Background: an optimization exercise with open tools, aiming at small area, a short achievable clock period and few clock cycles. Do not read the settings as production practice. No functional check of the RTL was part of any run shown here.

`run.sh`:
```
#!/bin/bash
# synth_recipe.tcl (not shown) runs the flow's synth.tcl, then flattens the netlist and writes it again
# the make line also repeats each setting of config.mk as NAME=value (left out here)
make -C /OpenROAD-flow-scripts/flow DESIGN_CONFIG=/design/flow/config.mk WORK_HOME=/design/flow/orfs CLKGATE_MAP_FILE= SYNTH_SCRIPT=/design/flow/synth_recipe.tcl finish
```
`config.mk`:
```
export PLATFORM = sky130hd
export DESIGN_NAME = gemm_accelerator_top_nxnxn
export DESIGN_NICKNAME = gemm_accelerator_top_nxnxn
export VERILOG_FILES = /design/flow/design.v
export SDC_FILE = /design/flow/constraint.sdc
export NUM_CORES = 4
export LEC_CHECK = 0
export CAP_MARGIN = 20
export CORE_MARGIN = 2
export CORE_UTILIZATION = 60
export PLACE_DENSITY = 0.7
export SLEW_MARGIN = 20
```
`constraint.sdc`:
```
create_clock -name core_clock -period 10.0 [get_ports {clk_i}]
set_input_delay 2.0000 -clock core_clock [delete_from_list [all_inputs] [get_ports {clk_i}]]
set_output_delay 2.0000 -clock core_clock [all_outputs]
set_load 0.01 [all_outputs]
```
`design.v`:
```
module ceiling_counter #(
  parameter int Width      = 8,
  parameter int HasCeiling = 1
) (
  input  logic             clk_i,
  input  logic             rst_ni,        
  input  logic             tick_i,
  input  logic             clear_i,       
  input  logic [Width-1:0] ceiling_i,
  output logic [Width-1:0] count_o,
  output logic             last_value_o
);
  always_ff @(posedge clk_i or negedge rst_ni) begin
    if (!rst_ni) begin
      count_o <= '0;
    end else if (clear_i) begin
      count_o <= '0;
    end else if (tick_i) begin
      if (HasCeiling) begin
        if (count_o < (ceiling_i - 1'b1))
          count_o <= count_o + 1'b1;
        else count_o <= '0;
      end else begin
        count_o <= count_o + 1'b1;
      end
    end
  end
  always_comb begin
    if (HasCeiling) begin
      last_value_o = (count_o == (ceiling_i - 1'b1)) && tick_i;
    end else begin
      last_value_o = (&count_o) && tick_i;
    end
  end
endmodule
module register_chain #(
  parameter int Depth     = 3,
  parameter int DataWidth = 8
)(
  input  logic                     clk_i,
  input  logic                     rst_ni,
  input  logic [DataWidth-1:0]     data_in_i,
  output logic [DataWidth-1:0]     data_out_o
);
  logic [DataWidth-1:0] registers [0:Depth-1];
  always_ff @(posedge clk_i or negedge rst_ni) begin
    if (!rst_ni) begin
      for (int i = 0; i < Depth; i++) begin
        registers[i] <= '0;
      end
    end else begin
      registers[0] <= data_in_i;
      for (int i = 1; i < Depth; i++) begin
        registers[i] <= registers[i-1];
      end
    end
  end
  assign data_out_o = registers[Depth-1];
endmodule
module general_mac_pe #(
  parameter int unsigned AccWidth = 23
) (
  input  logic                clk_i,
  input  logic [3:0]          a_one_i,   
  input  logic [3:0]          a_two_i,
  input  logic [3:0]          a_neg_i,
  input  logic [7:0]          b_i,
  input  logic                clr_i,
  output logic [AccWidth-1:0] acc_o,    
  output logic [AccWidth-1:0] cy_o       
);
  logic [AccWidth-1:0] acc_q, acc_g, row0, row1, acc_d;
  logic [11:1] cy_q, cy_g, cy_d;
  assign acc_g = clr_i ? '0 : acc_q;
  assign cy_g  = clr_i ? '0 : cy_q;
  logic s1, c2, s3, c4, s5, c6, s7, c8, s9, c10, s11, c12, s13, c14, s15, c16, s17, c18, s19, c20, s21, c22, s23, c24, s25, c26, s27, c28, s29, c30, s31, c32, s33, c34, s35, c36, s37, c38, s39, c40, s41, c42, s43, c44, s45, c46, s47, c48, s49, c50, s51, c52, s53, c54, s55, c56, s57, c58, s59, c60, s61, c62, s63, c64, s65, c66, s67, c68, s69, c70, s71, c72, s73, c74, s75, c76, s77, c78, s79, c80, s81, c82, s83, c84, s85, c86, s87, c88, s89, c90, s91, c92, s93, c94;
  assign s1 = a_neg_i[2] ^ acc_g[4];
  assign c2 = a_neg_i[2] & acc_g[4];
  assign s3 = acc_g[5] ^ (((a_one_i[0] & b_i[5]) | (a_two_i[0] & b_i[4])) ^ a_neg_i[0]);
  assign c4 = acc_g[5] & (((a_one_i[0] & b_i[5]) | (a_two_i[0] & b_i[4])) ^ a_neg_i[0]);
  assign s5 = a_neg_i[3] ^ acc_g[6] ^ (((a_one_i[0] & b_i[6]) | (a_two_i[0] & b_i[5])) ^ a_neg_i[0]);
  assign c6 = (a_neg_i[3] & acc_g[6]) | (a_neg_i[3] & (((a_one_i[0] & b_i[6]) | (a_two_i[0] & b_i[5])) ^ a_neg_i[0])) | (acc_g[6] & (((a_one_i[0] & b_i[6]) | (a_two_i[0] & b_i[5])) ^ a_neg_i[0]));
  assign s7 = (((a_one_i[1] & b_i[4]) | (a_two_i[1] & b_i[3])) ^ a_neg_i[1]) ^ (((a_one_i[2] & b_i[2]) | (a_two_i[2] & b_i[1])) ^ a_neg_i[2]);
  assign c8 = (((a_one_i[1] & b_i[4]) | (a_two_i[1] & b_i[3])) ^ a_neg_i[1]) & (((a_one_i[2] & b_i[2]) | (a_two_i[2] & b_i[1])) ^ a_neg_i[2]);
  assign s9 = acc_g[7] ^ (((a_one_i[0] & b_i[7]) | (a_two_i[0] & b_i[6])) ^ a_neg_i[0]) ^ (((a_one_i[1] & b_i[5]) | (a_two_i[1] & b_i[4])) ^ a_neg_i[1]);
  assign c10 = (acc_g[7] & (((a_one_i[0] & b_i[7]) | (a_two_i[0] & b_i[6])) ^ a_neg_i[0])) | (acc_g[7] & (((a_one_i[1] & b_i[5]) | (a_two_i[1] & b_i[4])) ^ a_neg_i[1])) | ((((a_one_i[0] & b_i[7]) | (a_two_i[0] & b_i[6])) ^ a_neg_i[0]) & (((a_one_i[1] & b_i[5]) | (a_two_i[1] & b_i[4])) ^ a_neg_i[1]));
  assign s11 = (((a_one_i[2] & b_i[3]) | (a_two_i[2] & b_i[2])) ^ a_neg_i[2]) ^ (((a_one_i[3] & b_i[1]) | (a_two_i[3] & b_i[0])) ^ a_neg_i[3]);
  assign c12 = (((a_one_i[2] & b_i[3]) | (a_two_i[2] & b_i[2])) ^ a_neg_i[2]) & (((a_one_i[3] & b_i[1]) | (a_two_i[3] & b_i[0])) ^ a_neg_i[3]);
  assign s13 = 1'b1 ^ acc_g[8] ^ ~(((a_one_i[0] | a_two_i[0]) & b_i[7]) ^ a_neg_i[0]);
  assign c14 = (1'b1 & acc_g[8]) | (1'b1 & ~(((a_one_i[0] | a_two_i[0]) & b_i[7]) ^ a_neg_i[0])) | (acc_g[8] & ~(((a_one_i[0] | a_two_i[0]) & b_i[7]) ^ a_neg_i[0]));
  assign s15 = (((a_one_i[1] & b_i[6]) | (a_two_i[1] & b_i[5])) ^ a_neg_i[1]) ^ (((a_one_i[2] & b_i[4]) | (a_two_i[2] & b_i[3])) ^ a_neg_i[2]) ^ (((a_one_i[3] & b_i[2]) | (a_two_i[3] & b_i[1])) ^ a_neg_i[3]);
  assign c16 = ((((a_one_i[1] & b_i[6]) | (a_two_i[1] & b_i[5])) ^ a_neg_i[1]) & (((a_one_i[2] & b_i[4]) | (a_two_i[2] & b_i[3])) ^ a_neg_i[2])) | ((((a_one_i[1] & b_i[6]) | (a_two_i[1] & b_i[5])) ^ a_neg_i[1]) & (((a_one_i[3] & b_i[2]) | (a_two_i[3] & b_i[1])) ^ a_neg_i[3])) | ((((a_one_i[2] & b_i[4]) | (a_two_i[2] & b_i[3])) ^ a_neg_i[2]) & (((a_one_i[3] & b_i[2]) | (a_two_i[3] & b_i[1])) ^ a_neg_i[3]));
  assign s17 = 1'b1 ^ acc_g[9] ^ (((a_one_i[1] & b_i[7]) | (a_two_i[1] & b_i[6])) ^ a_neg_i[1]);
  assign c18 = (1'b1 & acc_g[9]) | (1'b1 & (((a_one_i[1] & b_i[7]) | (a_two_i[1] & b_i[6])) ^ a_neg_i[1])) | (acc_g[9] & (((a_one_i[1] & b_i[7]) | (a_two_i[1] & b_i[6])) ^ a_neg_i[1]));
  assign s19 = (((a_one_i[2] & b_i[5]) | (a_two_i[2] & b_i[4])) ^ a_neg_i[2]) ^ (((a_one_i[3] & b_i[3]) | (a_two_i[3] & b_i[2])) ^ a_neg_i[3]);
  assign c20 = (((a_one_i[2] & b_i[5]) | (a_two_i[2] & b_i[4])) ^ a_neg_i[2]) & (((a_one_i[3] & b_i[3]) | (a_two_i[3] & b_i[2])) ^ a_neg_i[3]);
  assign s21 = acc_g[10] ^ ~(((a_one_i[1] | a_two_i[1]) & b_i[7]) ^ a_neg_i[1]) ^ (((a_one_i[2] & b_i[6]) | (a_two_i[2] & b_i[5])) ^ a_neg_i[2]);
  assign c22 = (acc_g[10] & ~(((a_one_i[1] | a_two_i[1]) & b_i[7]) ^ a_neg_i[1])) | (acc_g[10] & (((a_one_i[2] & b_i[6]) | (a_two_i[2] & b_i[5])) ^ a_neg_i[2])) | (~(((a_one_i[1] | a_two_i[1]) & b_i[7]) ^ a_neg_i[1]) & (((a_one_i[2] & b_i[6]) | (a_two_i[2] & b_i[5])) ^ a_neg_i[2]));
  assign s23 = 1'b1 ^ acc_g[11];
  assign c24 = 1'b1 & acc_g[11];
  assign s25 = a_neg_i[1] ^ acc_g[2];
  assign c26 = a_neg_i[1] & acc_g[2];
  assign s27 = acc_g[3] ^ (((a_one_i[0] & b_i[3]) | (a_two_i[0] & b_i[2])) ^ a_neg_i[0]);
  assign c28 = acc_g[3] & (((a_one_i[0] & b_i[3]) | (a_two_i[0] & b_i[2])) ^ a_neg_i[0]);
  assign s29 = (((a_one_i[0] & b_i[4]) | (a_two_i[0] & b_i[3])) ^ a_neg_i[0]) ^ (((a_one_i[1] & b_i[2]) | (a_two_i[1] & b_i[1])) ^ a_neg_i[1]) ^ ((a_one_i[2] & b_i[0]) ^ a_neg_i[2]);
  assign c30 = ((((a_one_i[0] & b_i[4]) | (a_two_i[0] & b_i[3])) ^ a_neg_i[0]) & (((a_one_i[1] & b_i[2]) | (a_two_i[1] & b_i[1])) ^ a_neg_i[1])) | ((((a_one_i[0] & b_i[4]) | (a_two_i[0] & b_i[3])) ^ a_neg_i[0]) & ((a_one_i[2] & b_i[0]) ^ a_neg_i[2])) | ((((a_one_i[1] & b_i[2]) | (a_two_i[1] & b_i[1])) ^ a_neg_i[1]) & ((a_one_i[2] & b_i[0]) ^ a_neg_i[2]));
  assign s31 = (((a_one_i[1] & b_i[3]) | (a_two_i[1] & b_i[2])) ^ a_neg_i[1]) ^ (((a_one_i[2] & b_i[1]) | (a_two_i[2] & b_i[0])) ^ a_neg_i[2]) ^ c2;
  assign c32 = ((((a_one_i[1] & b_i[3]) | (a_two_i[1] & b_i[2])) ^ a_neg_i[1]) & (((a_one_i[2] & b_i[1]) | (a_two_i[2] & b_i[0])) ^ a_neg_i[2])) | ((((a_one_i[1] & b_i[3]) | (a_two_i[1] & b_i[2])) ^ a_neg_i[1]) & c2) | ((((a_one_i[2] & b_i[1]) | (a_two_i[2] & b_i[0])) ^ a_neg_i[2]) & c2);
  assign s33 = ((a_one_i[3] & b_i[0]) ^ a_neg_i[3]) ^ s7 ^ c4;
  assign c34 = (((a_one_i[3] & b_i[0]) ^ a_neg_i[3]) & s7) | (((a_one_i[3] & b_i[0]) ^ a_neg_i[3]) & c4) | (s7 & c4);
  assign s35 = s11 ^ c8 ^ c6;
  assign c36 = (s11 & c8) | (s11 & c6) | (c8 & c6);
  assign s37 = c12 ^ c10 ^ s13;
  assign c38 = (c12 & c10) | (c12 & s13) | (c10 & s13);
  assign s39 = s19 ^ c14 ^ c16;
  assign c40 = (s19 & c14) | (s19 & c16) | (c14 & c16);
  assign s41 = (((a_one_i[3] & b_i[4]) | (a_two_i[3] & b_i[3])) ^ a_neg_i[3]) ^ c20 ^ c18;
  assign c42 = ((((a_one_i[3] & b_i[4]) | (a_two_i[3] & b_i[3])) ^ a_neg_i[3]) & c20) | ((((a_one_i[3] & b_i[4]) | (a_two_i[3] & b_i[3])) ^ a_neg_i[3]) & c18) | (c20 & c18);
  assign s43 = (((a_one_i[2] & b_i[7]) | (a_two_i[2] & b_i[6])) ^ a_neg_i[2]) ^ (((a_one_i[3] & b_i[5]) | (a_two_i[3] & b_i[4])) ^ a_neg_i[3]) ^ s23;
  assign c44 = ((((a_one_i[2] & b_i[7]) | (a_two_i[2] & b_i[6])) ^ a_neg_i[2]) & (((a_one_i[3] & b_i[5]) | (a_two_i[3] & b_i[4])) ^ a_neg_i[3])) | ((((a_one_i[2] & b_i[7]) | (a_two_i[2] & b_i[6])) ^ a_neg_i[2]) & s23) | ((((a_one_i[3] & b_i[5]) | (a_two_i[3] & b_i[4])) ^ a_neg_i[3]) & s23);
  assign s45 = acc_g[12] ^ ~(((a_one_i[2] | a_two_i[2]) & b_i[7]) ^ a_neg_i[2]) ^ (((a_one_i[3] & b_i[6]) | (a_two_i[3] & b_i[5])) ^ a_neg_i[3]);
  assign c46 = (acc_g[12] & ~(((a_one_i[2] | a_two_i[2]) & b_i[7]) ^ a_neg_i[2])) | (acc_g[12] & (((a_one_i[3] & b_i[6]) | (a_two_i[3] & b_i[5])) ^ a_neg_i[3])) | (~(((a_one_i[2] | a_two_i[2]) & b_i[7]) ^ a_neg_i[2]) & (((a_one_i[3] & b_i[6]) | (a_two_i[3] & b_i[5])) ^ a_neg_i[3]));
  assign s47 = 1'b1 ^ acc_g[13];
  assign c48 = 1'b1 & acc_g[13];
  assign s49 = a_neg_i[0] ^ acc_g[0];
  assign c50 = a_neg_i[0] & acc_g[0];
  assign s51 = acc_g[1] ^ (((a_one_i[0] & b_i[1]) | (a_two_i[0] & b_i[0])) ^ a_neg_i[0]);
  assign c52 = acc_g[1] & (((a_one_i[0] & b_i[1]) | (a_two_i[0] & b_i[0])) ^ a_neg_i[0]);
  assign s53 = (((a_one_i[0] & b_i[2]) | (a_two_i[0] & b_i[1])) ^ a_neg_i[0]) ^ ((a_one_i[1] & b_i[0]) ^ a_neg_i[1]) ^ s25;
  assign c54 = ((((a_one_i[0] & b_i[2]) | (a_two_i[0] & b_i[1])) ^ a_neg_i[0]) & ((a_one_i[1] & b_i[0]) ^ a_neg_i[1])) | ((((a_one_i[0] & b_i[2]) | (a_two_i[0] & b_i[1])) ^ a_neg_i[0]) & s25) | (((a_one_i[1] & b_i[0]) ^ a_neg_i[1]) & s25);
  assign s55 = (((a_one_i[1] & b_i[1]) | (a_two_i[1] & b_i[0])) ^ a_neg_i[1]) ^ c26 ^ s27;
  assign c56 = ((((a_one_i[1] & b_i[1]) | (a_two_i[1] & b_i[0])) ^ a_neg_i[1]) & c26) | ((((a_one_i[1] & b_i[1]) | (a_two_i[1] & b_i[0])) ^ a_neg_i[1]) & s27) | (c26 & s27);
  assign s57 = s1 ^ c28 ^ s29;
  assign c58 = (s1 & c28) | (s1 & s29) | (c28 & s29);
  assign s59 = s3 ^ c30 ^ s31;
  assign c60 = (s3 & c30) | (s3 & s31) | (c30 & s31);
  assign s61 = s5 ^ c32 ^ s33;
  assign c62 = (s5 & c32) | (s5 & s33) | (c32 & s33);
  assign s63 = s9 ^ c34 ^ s35;
  assign c64 = (s9 & c34) | (s9 & s35) | (c34 & s35);
  assign s65 = s15 ^ c36 ^ s37;
  assign c66 = (s15 & c36) | (s15 & s37) | (c36 & s37);
  assign s67 = s17 ^ s39 ^ c38;
  assign c68 = (s17 & s39) | (s17 & c38) | (s39 & c38);
  assign s69 = s21 ^ c40 ^ s41;
  assign c70 = (s21 & c40) | (s21 & s41) | (c40 & s41);
  assign s71 = c22 ^ s43 ^ c42;
  assign c72 = (c22 & s43) | (c22 & c42) | (s43 & c42);
  assign s73 = c24 ^ s45 ^ c44;
  assign c74 = (c24 & s45) | (c24 & c44) | (s45 & c44);
  assign s75 = (((a_one_i[3] & b_i[7]) | (a_two_i[3] & b_i[6])) ^ a_neg_i[3]) ^ s47 ^ c46;
  assign c76 = ((((a_one_i[3] & b_i[7]) | (a_two_i[3] & b_i[6])) ^ a_neg_i[3]) & s47) | ((((a_one_i[3] & b_i[7]) | (a_two_i[3] & b_i[6])) ^ a_neg_i[3]) & c46) | (s47 & c46);
  assign s77 = acc_g[14] ^ ~(((a_one_i[3] | a_two_i[3]) & b_i[7]) ^ a_neg_i[3]) ^ c48;
  assign c78 = (acc_g[14] & ~(((a_one_i[3] | a_two_i[3]) & b_i[7]) ^ a_neg_i[3])) | (acc_g[14] & c48) | (~(((a_one_i[3] | a_two_i[3]) & b_i[7]) ^ a_neg_i[3]) & c48);
  assign s79 = 1'b1 ^ acc_g[15];
  assign c80 = 1'b1 & acc_g[15];
  assign s81 = 1'b1 ^ acc_g[16];
  assign c82 = 1'b1 & acc_g[16];
  assign s83 = 1'b1 ^ acc_g[17];
  assign c84 = 1'b1 & acc_g[17];
  assign s85 = 1'b1 ^ acc_g[18];
  assign c86 = 1'b1 & acc_g[18];
  assign s87 = 1'b1 ^ acc_g[19];
  assign c88 = 1'b1 & acc_g[19];
  assign s89 = 1'b1 ^ acc_g[20];
  assign c90 = 1'b1 & acc_g[20];
  assign s91 = 1'b1 ^ acc_g[21];
  assign c92 = 1'b1 & acc_g[21];
  assign s93 = 1'b1 ^ acc_g[22];
  assign c94 = 1'b1 & acc_g[22];
  assign row0 = {s93, s91, s89, s87, s85, s83, s81, s79, s77, s75, s73, s71, s69, s67, s65, s63, s61, s59, s57, s55, s53, s51, ((a_one_i[0] & b_i[0]) ^ a_neg_i[0])};
  assign row1 = {c92, c90, c88, c86, c84, c82, c80, c78, c76, c74, c72, c70, c68, c66, c64, c62, c60, c58, c56, c54, c52, c50, s49};
  logic k0, k2, k4, k6, k8, k10, k12, k14, k16, k18, k20;
  assign acc_d[0] = row0[0] ^ row1[0];
  assign k0 = (row0[0] & row1[0]);
  assign acc_d[1] = row0[1] ^ row1[1] ^ k0;
  assign cy_d[1] = ((row0[1] & row1[1]) | (row0[1] & k0) | (row1[1] & k0));
  assign acc_d[2] = row0[2] ^ row1[2] ^ cy_g[1];
  assign k2 = ((row0[2] & row1[2]) | (row0[2] & cy_g[1]) | (row1[2] & cy_g[1]));
  assign acc_d[3] = row0[3] ^ row1[3] ^ k2;
  assign cy_d[2] = ((row0[3] & row1[3]) | (row0[3] & k2) | (row1[3] & k2));
  assign acc_d[4] = row0[4] ^ row1[4] ^ cy_g[2];
  assign k4 = ((row0[4] & row1[4]) | (row0[4] & cy_g[2]) | (row1[4] & cy_g[2]));
  assign acc_d[5] = row0[5] ^ row1[5] ^ k4;
  assign cy_d[3] = ((row0[5] & row1[5]) | (row0[5] & k4) | (row1[5] & k4));
  assign acc_d[6] = row0[6] ^ row1[6] ^ cy_g[3];
  assign k6 = ((row0[6] & row1[6]) | (row0[6] & cy_g[3]) | (row1[6] & cy_g[3]));
  assign acc_d[7] = row0[7] ^ row1[7] ^ k6;
  assign cy_d[4] = ((row0[7] & row1[7]) | (row0[7] & k6) | (row1[7] & k6));
  assign acc_d[8] = row0[8] ^ row1[8] ^ cy_g[4];
  assign k8 = ((row0[8] & row1[8]) | (row0[8] & cy_g[4]) | (row1[8] & cy_g[4]));
  assign acc_d[9] = row0[9] ^ row1[9] ^ k8;
  assign cy_d[5] = ((row0[9] & row1[9]) | (row0[9] & k8) | (row1[9] & k8));
  assign acc_d[10] = row0[10] ^ row1[10] ^ cy_g[5];
  assign k10 = ((row0[10] & row1[10]) | (row0[10] & cy_g[5]) | (row1[10] & cy_g[5]));
  assign acc_d[11] = row0[11] ^ row1[11] ^ k10;
  assign cy_d[6] = ((row0[11] & row1[11]) | (row0[11] & k10) | (row1[11] & k10));
  assign acc_d[12] = row0[12] ^ row1[12] ^ cy_g[6];
  assign k12 = ((row0[12] & row1[12]) | (row0[12] & cy_g[6]) | (row1[12] & cy_g[6]));
  assign acc_d[13] = row0[13] ^ row1[13] ^ k12;
  assign cy_d[7] = ((row0[13] & row1[13]) | (row0[13] & k12) | (row1[13] & k12));
  assign acc_d[14] = row0[14] ^ row1[14] ^ cy_g[7];
  assign k14 = ((row0[14] & row1[14]) | (row0[14] & cy_g[7]) | (row1[14] & cy_g[7]));
  assign acc_d[15] = row0[15] ^ row1[15] ^ k14;
  assign cy_d[8] = ((row0[15] & row1[15]) | (row0[15] & k14) | (row1[15] & k14));
  assign acc_d[16] = row0[16] ^ row1[16] ^ cy_g[8];
  assign k16 = ((row0[16] & row1[16]) | (row0[16] & cy_g[8]) | (row1[16] & cy_g[8]));
  assign acc_d[17] = row0[17] ^ row1[17] ^ k16;
  assign cy_d[9] = ((row0[17] & row1[17]) | (row0[17] & k16) | (row1[17] & k16));
  assign acc_d[18] = row0[18] ^ row1[18] ^ cy_g[9];
  assign k18 = ((row0[18] & row1[18]) | (row0[18] & cy_g[9]) | (row1[18] & cy_g[9]));
  assign acc_d[19] = row0[19] ^ row1[19] ^ k18;
  assign cy_d[10] = ((row0[19] & row1[19]) | (row0[19] & k18) | (row1[19] & k18));
  assign acc_d[20] = row0[20] ^ row1[20] ^ cy_g[10];
  assign k20 = ((row0[20] & row1[20]) | (row0[20] & cy_g[10]) | (row1[20] & cy_g[10]));
  assign acc_d[21] = row0[21] ^ row1[21] ^ k20;
  assign cy_d[11] = ((row0[21] & row1[21]) | (row0[21] & k20) | (row1[21] & k20));
  assign acc_d[22] = row0[22] ^ row1[22] ^ cy_g[11];
  always_ff @(posedge clk_i) begin
    acc_q <= acc_d;
    cy_q  <= cy_d;
  end
  assign acc_o = acc_q;
  always_comb begin
    cy_o = '0;
    for (int j = 1; j < 12; j++) cy_o[2*j] = cy_q[j];
  end
endmodule
module gemm_systolic_array_top #(
  parameter int unsigned NumRows     = 4,
  parameter int unsigned NumCols     = 8,
  parameter int unsigned InDataWidth = 8,
  parameter int unsigned AccWidth    = 23
) (
  input  logic                                          clk_i,
  input  logic [NumRows-1:0][3:0]                       a_one_i,
  input  logic [NumRows-1:0][3:0]                       a_two_i,
  input  logic [NumRows-1:0][3:0]                       a_neg_i,
  input  logic [NumCols-1:0][InDataWidth-1:0]           b_i,
  input  logic [NumRows-1:0]                            clr_i,
  output logic [NumRows-1:0][NumCols-1:0][AccWidth-1:0] acc_o,
  output logic [NumRows-1:0][NumCols-1:0][AccWidth-1:0] cy_o
);
  for (genvar r = 0; r < NumRows; r++) begin : gen_row
    for (genvar c = 0; c < NumCols; c++) begin : gen_col
      general_mac_pe #(
        .AccWidth ( AccWidth )
      ) i_pe (
        .clk_i   ( clk_i       ),
        .a_one_i ( a_one_i[r]  ),
        .a_two_i ( a_two_i[r]  ),
        .a_neg_i ( a_neg_i[r]  ),
        .b_i     ( b_i[c]      ),
        .clr_i   ( clr_i[r]    ),
        .acc_o   ( acc_o[r][c] ),
        .cy_o    ( cy_o[r][c]  )
      );
    end
  end
endmodule
module gemm_accelerator_top_nxnxn #(
  parameter int unsigned InDataWidth      = 8,
  parameter int unsigned OutDataWidth     = 32,
  parameter int unsigned AddrWidth        = 16,
  parameter int unsigned SizeAddrWidth    = 8,
  parameter int unsigned NumKernels       = 2,
  parameter int unsigned NumParallelLanes = 4
) (
  input  logic                            clk_i,
  input  logic                            rst_ni,
  input  logic                            start_i,
  output logic                            done_o,
  input  logic        [SizeAddrWidth-1:0] M_size_i,
  input  logic        [SizeAddrWidth-1:0] K_size_i,
  input  logic        [SizeAddrWidth-1:0] N_size_i,
  output logic        [    AddrWidth-1:0] sram_a_addr_o,
  output logic        [    AddrWidth-1:0] sram_b_addr_o,
  output logic        [    AddrWidth-1:0] sram_c_addr_o,
  input  logic signed [InDataWidth*NumParallelLanes-1:0]              sram_a_rdata_i,
  input  logic signed [InDataWidth*NumKernels*NumParallelLanes-1:0]   sram_b_rdata_i,
  output logic signed [OutDataWidth*NumKernels*NumParallelLanes-1:0]  sram_c_wdata_o,
  output logic                            sram_c_we_o
);
  localparam int unsigned NumRows  = NumParallelLanes;
  localparam int unsigned NumCols  = NumKernels * NumParallelLanes;
  localparam int unsigned AccWidth = 23;
  localparam int unsigned AW_A     = 14;   
  localparam int unsigned AW_B     = 13;   
  localparam int unsigned AW_C     = 13;   
  logic [5:0] mq_q;    
  logic [4:0] nq_q;    
  logic [7:0] k_q;
  always_ff @(posedge clk_i) begin
    mq_q <= M_size_i[7:2];
    nq_q <= N_size_i[7:3];
    k_q  <= K_size_i;
  end
  logic            issuing_q;    
  logic [1:0]      gap_q;        
  logic [7:0]      kc_q;         
  logic [5:0]      mb_q;         
  logic [4:0]      nb_q;         
  logic [AW_A-1:0] a_addr_q;
  logic [AW_B-1:0] b_addr_q;
  logic iv, ilast, tile_wrap, op_last;
  logic [5:0] mb_inc;
  logic [4:0] nb_inc;
  assign mb_inc    = mb_q + 6'd1;
  assign nb_inc    = nb_q + 5'd1;
  assign iv        = issuing_q && (gap_q == 2'd0);
  assign ilast     = iv && (kc_q == 8'd1);
  assign tile_wrap = (nb_inc == nq_q);
  assign op_last   = tile_wrap && (mb_inc == mq_q);
  always_ff @(posedge clk_i or negedge rst_ni) begin
    if (!rst_ni) begin
      issuing_q <= 1'b0;
      gap_q     <= 2'd0;
    end else begin
      if (start_i) begin
        issuing_q <= 1'b1;
        gap_q     <= 2'd0;
      end else if (issuing_q) begin
        if (gap_q != 2'd0) gap_q <= gap_q - 2'd1;
        else if (ilast) begin
          gap_q <= 2'd3;
          if (op_last) issuing_q <= 1'b0;
        end
      end
    end
  end
  always_ff @(posedge clk_i) begin
    if (start_i) begin
      kc_q     <= K_size_i;
      mb_q     <= '0;
      nb_q     <= '0;
      a_addr_q <= '0;
      b_addr_q <= '0;
    end else if (iv) begin
      if (ilast) begin
        kc_q <= k_q;
        if (tile_wrap) begin
          nb_q     <= '0;
          mb_q     <= mb_inc;
          a_addr_q <= AW_A'(mb_inc);
          b_addr_q <= '0;
        end else begin
          nb_q     <= nb_inc;
          a_addr_q <= AW_A'(mb_q);
          b_addr_q <= AW_B'(nb_inc);
        end
      end else begin
        kc_q     <= kc_q - 8'd1;
        a_addr_q <= a_addr_q + AW_A'(mq_q);
        b_addr_q <= b_addr_q + AW_B'(nq_q);
      end
    end
  end
  assign sram_a_addr_o = AddrWidth'(a_addr_q);
  assign sram_b_addr_o = AddrWidth'(b_addr_q);
  logic [NumRows-1:0][3:0] a_one, a_two, a_neg;
  always_comb begin
    for (int r = 0; r < NumRows; r++) begin
      for (int i = 0; i < 4; i++) begin
        logic x2, x1, x0;
        x2 = sram_a_rdata_i[8*r + 2*i + 1];
        x1 = sram_a_rdata_i[8*r + 2*i];
        x0 = (i == 0) ? 1'b0 : sram_a_rdata_i[8*r + 2*i - 1];
        a_one[r][i] = iv & (x1 ^ x0);
        a_two[r][i] = iv & ((x2 & ~x1 & ~x0) | (~x2 & x1 & x0));
        a_neg[r][i] = iv & x2;
      end
    end
  end
  logic [NumRows-1:0][3:0] op_one_q, op_two_q, op_neg_q;
  logic [NumCols-1:0][InDataWidth-1:0] op_b_q;
  always_ff @(posedge clk_i) begin
    op_one_q <= a_one;
    op_two_q <= a_two;
    op_neg_q <= a_neg;
    op_b_q   <= sram_b_rdata_i;
  end
  logic l1_q, w1_q, e1_q;
  always_ff @(posedge clk_i or negedge rst_ni) begin
    if (!rst_ni) begin
      l1_q <= 1'b0;
      w1_q <= 1'b0;
      e1_q <= 1'b0;
    end else begin
      l1_q <= ilast;
      w1_q <= ilast && tile_wrap;
      e1_q <= ilast && op_last;
    end
  end
  logic [NumRows-1:0] rsel_q;    
  logic [1:0]         row_q;
  logic               cap_q, cwrap_q, cend_q;
  logic               we_q, wlast_q, wrap_q, done_q;
  logic [AW_C-1:0]    c_addr_q, c_base_q;
  always_ff @(posedge clk_i or negedge rst_ni) begin
    if (!rst_ni) begin
      rsel_q  <= '0;
      row_q   <= 2'd0;
      cap_q   <= 1'b0;
      cwrap_q <= 1'b0;
      cend_q  <= 1'b0;
      we_q    <= 1'b0;
      wlast_q <= 1'b0;
      wrap_q  <= 1'b0;
      done_q  <= 1'b0;
    end else begin
      if (start_i) begin
        rsel_q <= '1;
      end else if (l1_q) begin
        rsel_q <= 4'b0001;
      end else if (cap_q) begin
        rsel_q <= {rsel_q[2:0], 1'b0};
      end else begin
        rsel_q <= '0;
      end
      if (l1_q) begin
        cap_q   <= 1'b1;
        row_q   <= 2'd0;
        cwrap_q <= w1_q;
        cend_q  <= e1_q;
      end else if (cap_q) begin
        row_q <= row_q + 2'd1;
        if (row_q == 2'd3) cap_q <= 1'b0;
      end
      we_q    <= cap_q;
      wlast_q <= cap_q && (row_q == 2'd3);
      wrap_q  <= cwrap_q;
      done_q  <= cap_q && (row_q == 2'd3) && cend_q;
    end
  end
  logic [NumRows-1:0][NumCols-1:0][AccWidth-1:0] acc, cy;
  gemm_systolic_array_top #(
    .NumRows     ( NumRows     ),
    .NumCols     ( NumCols     ),
    .InDataWidth ( InDataWidth ),
    .AccWidth    ( AccWidth    )
  ) i_array (
    .clk_i   ( clk_i    ),
    .a_one_i ( op_one_q ),
    .a_two_i ( op_two_q ),
    .a_neg_i ( op_neg_q ),
    .b_i     ( op_b_q   ),
    .clr_i   ( rsel_q   ),
    .acc_o   ( acc      ),
    .cy_o    ( cy       )
  );
  logic [NumRows-1:0] msel_q;
  always_ff @(posedge clk_i) begin
    if (l1_q)       msel_q <= 4'b0001;
    else if (cap_q) msel_q <= {msel_q[2:0], 1'b0};
  end
  logic [NumCols-1:0][AccWidth-1:0] acc_row, cy_row;
  always_comb begin
    acc_row = '0;
    cy_row  = '0;
    for (int r = 0; r < NumRows; r++) begin
      acc_row |= acc[r] & {(NumCols*AccWidth){msel_q[r]}};
      cy_row  |= cy[r]  & {(NumCols*AccWidth){msel_q[r]}};
    end
  end
  logic [NumCols-1:0][AccWidth-1:0] wd_q;
  always_ff @(posedge clk_i) begin
    for (int c = 0; c < NumCols; c++) begin
      wd_q[c] <= acc_row[c] + cy_row[c];
    end
  end
  always_ff @(posedge clk_i) begin
    if (start_i) begin
      c_addr_q <= '0;
      c_base_q <= '0;
    end else if (we_q) begin
      if (wlast_q) begin
        if (wrap_q) begin
          c_addr_q <= c_addr_q + AW_C'(1);
          c_base_q <= c_addr_q + AW_C'(1);
        end else begin
          c_addr_q <= c_base_q + AW_C'(1);
          c_base_q <= c_base_q + AW_C'(1);
        end
      end else begin
        c_addr_q <= c_addr_q + AW_C'(nq_q);
      end
    end
  end
  assign sram_c_we_o   = we_q;
  assign sram_c_addr_o = AddrWidth'(c_addr_q);
  assign done_o        = done_q;
  always_comb begin
    for (int c = 0; c < NumCols; c++) begin
      sram_c_wdata_o[c*OutDataWidth +: OutDataWidth] =
        OutDataWidth'($signed(wd_q[c]));
    end
  end
endmodule
```
==> results of run 1 <==
[cell families after synthesis]
logic type,count (synthesis)
buf+inv,2786
simple gates,2093
fa+ha+maj,2002
compound gates,1869
flops,1498
xor+xnor,1445
mux,24
other cells,1
[metrics by stage]
step,area (um^2),hold WS [ps],std cells
CTS,126000,375,14200
global placement,120000,360,13900
detailed placement,120000,363,13900
floorplan,115000,350,11700
global route,126000,384,14200
finish,126000,375,14300
[area by class of cell]
type                    count  area (um^2)
fillers                 15200        64500
flip-flops and latches   1498        30300
diodes                     34         85.1
repair buffers            565         5350
well taps                2511         3140
clock buffers             250         5000
inverters                1884         7070
multi-input cells        7441        74000
clock inverters            68          741
[worst max path at each step]
stage                     cells after the start                                            to  slack (ps)         from
final                                         9  i_array.gen_row[1].gen_col[5].i_pe.acc_q[13]        4830  op_two_q[6]
after global routing                          9  i_array.gen_row[1].gen_col[5].i_pe.acc_q[13]        4880  op_two_q[6]
after CTS                                     9  i_array.gen_row[1].gen_col[5].i_pe.acc_q[13]        4960  op_one_q[6]
after detailed placement                      9  i_array.gen_row[1].gen_col[5].i_pe.acc_q[13]        5000  op_one_q[6]
after global placement                        9  i_array.gen_row[1].gen_col[5].i_pe.acc_q[11]        5070  op_two_q[5]
after floorplan                              18                                     wd_q[160]        6170    msel_q[1]
[layer usage]
layer,part of all wire,track usage,vias to the layer above
li1,-,-,36600
met5,0.00076,0,-
met2,0.46,0.573,4140
met1,0.38,0.448,42500
met4,0.069,0.216,38
met3,0.093,0.0797,1010
[registers in the layout (all words and copies together), names as in the netlist, 14 cells and up]
signal and cells:
a_addr_q 14, i_array.gen_row.gen_col.i_pe.acc_q 736, i_array.gen_row.gen_col.i_pe.cy_q 352, op_b_q 64
op_neg_q 16, op_one_q 16, op_two_q 16, wd_q 184
[cell usage in the layout, fill, tap and decap left out, drive strengths merged, types with 26 or more instances in the layout]
cell type / netlist / routed
buf: 311 / 151
xnor2: 822 / 822
and3: 32 / 32
clkbuf: 590 / 250
ha: 495 / 495
nand2: 642 / 642
clkdlybuf4s50: 0 / 414
a21oi: 143 / 143
diode: 0 / 34
nand2b: 516 / 516
a22o: 39 / 39
a22oi: 1387 / 1387
fa: 1507 / 1507
a21boi: 33 / 33
inv: 1882 / 1890
dfxtp: 1471 / 1471
or2: 26 / 26
nor2: 175 / 175
xor2: 620 / 620
clkinv: 2 / 44
nor2b: 559 / 559
o21ai: 84 / 84
nand3: 44 / 44
[cells in the mapped netlist, drive strengths merged, types with 5 or more instances]
| master | n |
|---|---|
| nand3 | 44 |
| o21a | 10 |
| or2 | 26 |
| nor3 | 23 |
| inv | 1882 |
| xor2 | 620 |
| o21ai | 84 |
| buf | 311 |
| nand3b | 9 |
| dfrtp | 19 |
| nand4 | 11 |
| o211ai | 16 |
| nand2 | 642 |
| a31oi | 18 |
| clkbuf | 590 |
| o21bai | 16 |
| a21o | 24 |
| and3 | 32 |
| nor2b | 559 |
| mux2i | 18 |
| a211oi | 15 |
| edfxtp | 8 |
| ha | 495 |
| a21boi | 33 |
| a22oi | 1387 |
| o211a | 6 |
| and2 | 23 |
| a22o | 39 |
| a221oi | 23 |
| xnor2 | 822 |
| o22ai | 6 |
| nor4 | 5 |
| a31o | 5 |
| a21oi | 143 |
| nor2 | 175 |
| o31ai | 5 |
| nand2b | 516 |
| fa | 1507 |
| dfxtp | 1471 |
| or3 | 12 |
| o2111ai | 5 |
| or4 | 5 |
| mux2 | 6 |
==> impl_results.md, run 1 <==
- Outcome: no timing/DRC/antenna violations
- WP buf/inv: 2
- Multiplexer area fraction after synthesis: 0.00215
- Worst Path Required: 10,700 ps
- Synth Area in Compound Gates: 0.118
- Slowest CP cell: dfxtp_2
- Post-Synth XOR/XNOR Area: 0.110
- Synth Cell Area: 115,000 um^2
- Final hold vios: 0
- Largest net degree at the start of global routing: 166
- ANT nets after route: 0
- Nets@finish: 13,700
- CP Launch Type: flop
- Io pins: 429
- Reg-to-Reg End: i_array.gen_row[1].gen_col[5].i_pe.acc_q[13]
- Detailed placer's ending HPWL: 237,000 um
- Finished Core Util: 0.661
- Die height: 442 um
- DRC errors left: 0
- Hold WC Path Type: flop to flop
- Initial antenna violation count: 31
- Critical Path, Cell by Cell: buf_4 -> or2_2 -> nand2_1 -> xnor2_1 -> fa_1 -> inv_1 -> fa_1 -> fa_1 -> fa_1
- Fmax: 194 MHz
- Mapped Cells: 11,700
- # resized after CTS: 0
- Worst Path Max Fanout: 29
- H-tree Lvls: 4
- Setup_tns: 0 ps
- Maximum buffer depth of the clock tree: 3
- Fin crit share: 0.517
- Hold buffers post-CTS: 0
- CTS tree: built
- CP endpoint kind: flop
- Clock Pin Slew Worst Setup and Hold Paths: 60 ps
- All-layer global routing usage: 0.359
- Routed WL: 347,000 um
- Largest family of logic cells by synthesized area: adder cells
- Crit-path leading delay family: adder cells
- Seq cells post-synth: 1,498
- Worst rel slew slack: 0.125
- Clock sink count: 1,498
- Hold Crit Depth: 0
- Synth Area in Adders: 0.316
- Via count: 84,400
- Total of max-cap violations: 0
- Slew Viols, Final: 0
- Site Rows: 160
- Drt pass-1 iters: 8
- Post-synth cell types: 85
- Actual slew at the worst max-slew pin: 1310 ps
- Core region area: 190,000 um^2
- Minimum clock period: 5170 ps
- First-pass GRT wire length: 540,000 um
- DIE WIDTH: 442 um
- HP Start: cwrap_q
- WS Path Type: flop to flop
- I/O Buffers: 415
- Initial Util: 0.605
- CTS Buf Count: 174
- Mapped Avg Cell Area: 9.81 um^2
- Synth Area in Simple Gates: 0.0960
- Max stage delay on crit path: 1200 ps
- Async S/R FF share, synth: 0.0127
- Final GP Congestion: 0.898
- Vias in the first global route: 91,500
- Routed len/inst: 24.4 um
- EDFF count, synth: 8
- Hold Path Sink: wrap_q
- GRT Residual Overflow: 0
- Vias/cell: 5.92
- Worst skew pair latency: 850 ps
- Worst Skew: 55.1 ps
- Setup bufs post-CTS: 0
- Area Growth Syn to Fin: 9.35%
- Top-area cell type share of the netlist area: 0.262
- CTS Root Cell: clkbuf_16
- Layout cells sized above 1: 0.0472
- Synth area leaders: fa_1 (26%), dfxtp_1 (26%), a22oi_1 (9.1%), xnor2_1 (6.3%), inv_1 (6.1%)
- Arr. time, crit path: 5860 ps
- Ys Warns: 2
- Most frequent CP cell: fa_1
- RSZ-0062 raised after global routing: no
- Post-synthesis sequential area ratio: 0.262
- Reg2reg start: op_two_q[6]
- Dpl ws: 5000 ps
- DR iter-0 viols: 7,447
- Final setup fails: 0
- Setup WS post-layout: 4830 ps
- FF-to-FF setup slack: 4830 ps
- Worst reg-to-reg path cell count: 9
- Die ar.: 195,000 um^2
- Main synth FF type: dfxtp_1
- Synth area leader: fa_1
==> run 2, diff against run 1 <==
==> flow/run.sh (new file) <==
#!/bin/bash
# The standard layout (the standard.sh, unchanged synthesis and steps),
# with repair_timing asked for more setup slack than the clock needs, so that
# it also buffers and sizes paths that already meet the 10 ns clock.
set -euo pipefail
bash standard.sh SETUP_SLACK_MARGIN=6.5 finish > run_standard.log 2>&1
==> standard.sh (new file) <==
#!/bin/bash
# synth_recipe.tcl (not shown) runs the flow's synth.tcl, then flattens the netlist and writes it again
# the make line also repeats each setting of config.mk as NAME=value (left out here)
make -C /OpenROAD-flow-scripts/flow DESIGN_CONFIG=/design/flow/config.mk WORK_HOME=/design/flow/orfs CLKGATE_MAP_FILE= SYNTH_SCRIPT=/design/flow/synth_recipe.tcl "${@:-finish}"
--- a/config.mk
+++ b/config.mk
@@ -5,8 +5,8 @@
 export SDC_FILE = /design/flow/constraint.sdc
 export NUM_CORES = 4
 export LEC_CHECK = 0
-export CAP_MARGIN = 20
+export CAP_MARGIN = 50
 export CORE_MARGIN = 2
 export CORE_UTILIZATION = 60
 export PLACE_DENSITY = 0.7
-export SLEW_MARGIN = 20
+export SLEW_MARGIN = 70
removed: run.sh
==> run 2 against run 1 <==
  * Maximum frequency is 37% higher
  * Global-route usage rose by 5.9 points
  * Clock-buffer cell count rose by 7
  * Sequential cell count unchanged
  * Synthesized cell count unchanged
  * Die area stayed put
  * Core utilization increased by 8.2 points
  * Register-to-register slack improved by 1400 ps
==> impl_results.md, run 2 <==
- CP Launch Type: flop (unchanged)
- Post-synth top cells: inv_1 (1,881), fa_1 (1,507), dfxtp_1 (1,471) (unchanged)
- Site Rows: 160 (unchanged)
- Mapped Avg Cell Area: 9.81 um^2 (unchanged)
- Slowest CP cell: dfxtp_4 (was dfxtp_2)
- CP endpoint kind: flop (unchanged)
- Seq cells post-synth: 1,498 (unchanged)
- Hold WC Path Type: flop to flop (unchanged)
- # fillers: 12,600 (was 15,200)
- Worst Path Required: 10,780 ps (was 10,700 ps)
- Fin crit share: 0.376 (was 0.517)
- Initial antenna violation count: 44 (was 31)
- Synth area leaders: fa_1 (26%), dfxtp_1 (26%), a22oi_1 (9.1%), xnor2_1 (6.3%), inv_1 (6.1%) (unchanged)
- Detailed placer's ending HPWL: 252,000 um (was 237,000 um)
- Ys Warns: 2 (unchanged)
- Post-placement cell area: 124,000 um^2 (was 120,000 um^2)
- Post-synth cell types: 85 (unchanged)
- DIE WIDTH: 442 um (unchanged)
- Slew Viols, Final: 0 (unchanged)
- Core region area: 190,000 um^2 (unchanged)
- Commonest non-fill, non-tap cell in the layout: inv_1 (unchanged)
- Actual slew at the worst max-slew pin: 739 ps (was 1310 ps)
- ANT nets after route: 0 (unchanged)
- Clock Pin Slew Worst Setup and Hold Paths: 60 ps (about the same)
- Synth Cell Area: 115,000 um^2 (unchanged)
- Worst Path Max Fanout: 39 (was 29)
- Area Growth Syn to Fin: 22.9% (was 9.35%)
- Max reg flops: 736 (unchanged)
- H-tree Lvls: 4 (unchanged)
- GRT Residual Overflow: 0 (unchanged)
- Async S/R FF share, synth: 0.0127 (unchanged)
- Final GP Congestion: 0.910 (was 0.898)
- Die height: 442 um (unchanged)
- Largest Register: i_array.gen_row.gen_col.i_pe.acc_q (unchanged)
- Final setup fails: 0 (unchanged)
- Layout cells sized above 1: 0.171 (was 0.0472)
- Final instance area: 141,000 um^2 (was 126,000 um^2)
- Die ar.: 195,000 um^2 (unchanged)
- Minimum clock period: 3760 ps (was 5170 ps)
- DRC errors left: 0 (unchanged)
- WHS: 332 ps (was 375 ps)
- First-pass GRT wire length: 612,000 um (was 540,000 um)
- Crit-path leading delay family: buffers and inverters (was adder cells)
- Fmax: 266 MHz (was 194 MHz)
- Critical Path, Cell by Cell: buf_8 -> buf_12 -> buf_16 -> buf_16 -> a22oi_1 -> nand2_1 -> ha_4 -> clkinvlp_4 -> a211oi_4 -> buf_6 -> o22ai_1 -> buf_2 -> o31ai_4 -> a31oi_4 -> a21oi_2 -> xor2_2 (was buf_4 -> or2_2 -> nand2_1 -> xnor2_1 -> fa_1 -> inv_1 -> fa_1 -> fa_1 -> fa_1)
- Synth area leader: fa_1 (unchanged)
- Finished Core Util: 0.743 (was 0.661)
- Routed WL: 428,000 um (was 347,000 um)
- Main synth FF type: dfxtp_1 (unchanged)
- Io pins: 429 (unchanged)
- Outcome: no timing/DRC/antenna violations (unchanged)
- Nets@finish: 14,400 (was 13,700)
- RSZ-0062 raised after global routing: yes (was no)
- CTS Root Cell: clkbuf_16 (unchanged)
- Commonest non-fill, non-tap cells in the layout: inv_1 (1,826), dfxtp_1 (1,330), fa_1 (1,286) (was inv_1 (1,881), fa_1 (1,507), dfxtp_1 (1,398))
- Mapped Cells: 11,700 (unchanged)
- Vias in the first global route: 97,000 (was 91,500)
- Routed len/inst: 28.6 um (was 24.4 um)
- Total of max-cap violations: 0 (unchanged)
- I/O Buffers: 415 (unchanged)
- Post-synthesis sequential area ratio: 0.262 (unchanged)
- Top-count cell post-synth: inv_1 (unchanged)
- Clock sink count: 1,498 (unchanged)
- Via count: 92,700 (was 84,400)
- Arr. time, crit path: 4540 ps (was 5860 ps)
- Max stage delay on crit path: 420 ps (was 1200 ps)
- Final hold vios: 0 (unchanged)
- All-layer global routing usage: 0.419 (was 0.359)
- CTS Buf Count: 175 (was 174)
- Vias/cell: 6.21 (was 5.92)
- WS Path Type: flop to flop (unchanged)
- Top-area cell type share of the netlist area: 0.262 (unchanged)
- Drt pass-1 iters: 9 (was 8)
- Maximum buffer depth of the clock tree: 3 (unchanged)
- CTS tree: built (unchanged)
- Setup_tns: 0 ps (unchanged)
- Worst skew pair latency: 910 ps (was 850 ps)
- Most frequent CP cell: buf_16 (was fa_1)
- Largest net degree at the start of global routing: 60 (was 166)
- Worst Skew: 93.1 ps (was 55.1 ps)
- EDFF count, synth: 8 (unchanged)
- Worst rel slew slack: 0.507 (was 0.125)
- Largest regs: i_array.gen_row.gen_col.i_pe.acc_q x736, i_array.gen_row.gen_col.i_pe.cy_q x352, wd_q x184 (unchanged)
- DR iter-0 viols: 11,200 (was 7,447)
- Initial Util: 0.605 (unchanged)
- WP buf/inv: 7 (was 2)
==> run 2: cell counts after synthesis <==
Identical to the previous run, type by type.
==> run 2: layer usage <==
metal,part of all wire,track usage,wire length (um),vias to the layer above
met5,0.00062,0,265,-
met4,0.099,0.315,42200,30
met3,0.14,0.149,60000,2093
met2,0.42,0.625,180000,6459
met1,0.34,0.496,145000,46000
li1,-,-,-,38100
==> run 2: worst paths after layout <==
check | start | to | slack, ps | depth (start not counted)
max | msel_q[1] | wd_q[158] | 6240 | 16
min | cwrap_q | wrap_q | 330 | 0
max reg2reg | msel_q[1] | wd_q[158] | 6240 | 16
min reg2reg | cwrap_q | wrap_q | 330 | 0
max in group asynchronous | rst_ni | gap_q[0] | 8790 | 1
min in group asynchronous | rst_ni | l1_q | 960 | 1
==> run 2: area by class of cell <==
type,count,area [um^2],share of cell area
well taps,2511,3140,0.0222
inverters,1884,7080,0.0501
flip-flops and latches,1498,30600,0.217
repair buffers,1226,17500,0.124
clock buffers,257,5100,0.0361
clock inverters,70,774,0.00548
multi-input cells,7441,77000,0.545
diodes,51,128,0.000903
==> run 2: kinds of logic (layout without fill, tap and decap cells) <==
group / count (synthesis) / in the layout / synth area share
AO/OA/AOI/OAI: 1869 / 1869 / 0.118
AND/OR/NAND/NOR: 2093 / 2093 / 0.0960
other: 1 / 59 / 0.0000326
buffers and inverters: 2786 / 3437 / 0.0944
flip-flops: 1498 / 1498 / 0.262
XOR/XNOR: 1445 / 1445 / 0.110
adder cells (fa/ha/maj): 2002 / 2002 / 0.316
multiplexers: 24 / 24 / 0.00215
==> run 2: stage by stage <==
step                      std cells  setup slack, ps
final                         14900             6240
after global routing          14900             6220
after CTS                     14700             6380
after detailed placement      14100             5800
after global placement        13900             4680
after floorplan               11700             6470
==> run 2: repair_timing <==
action | CTS | global route
hold buffers | 0 | 0
pin swaps | 111 | 309
setup endpoints to repair | 611 | 324
resized for setup | 1231 | 598
buffers inserted | 236 | 138
gates cloned | 76 | 28

[static timing again, ports no longer ideal]
In the flow no input, the clock included, has a driving cell. The finished layouts below were timed again as built, in two steps.
Step 1 (the two cells are an assumption about what drives the block):
set clk [get_ports {clk_i}]
set_driving_cell -lib_cell sky130_fd_sc_hd__clkbuf_16 $clk
set_driving_cell -lib_cell sky130_fd_sc_hd__buf_2 [delete_from_list [all_inputs] $clk]
Step 2, shift: input delay + t, output delay - t, t = (earliest + latest rising clock arrival at the registers) / 2. This alone moves slack from input paths to output paths.
Three values: no drivers, after step 1, after step 2; two values: the first two.
| run | shift t [ns] | setup slack, ns | worst hold slack (ns) |
|---|---|---|---|
| run 1 | 0.922 | 4.834 / 4.834 / 4.834 | 0.375 / 0.375 / 0.375 |
| run 2 | 0.967 | 6.242 / 6.242 / 6.242 | 0.332 / 0.332 / 0.332 |
After both steps setup and hold are still met in every run listed.
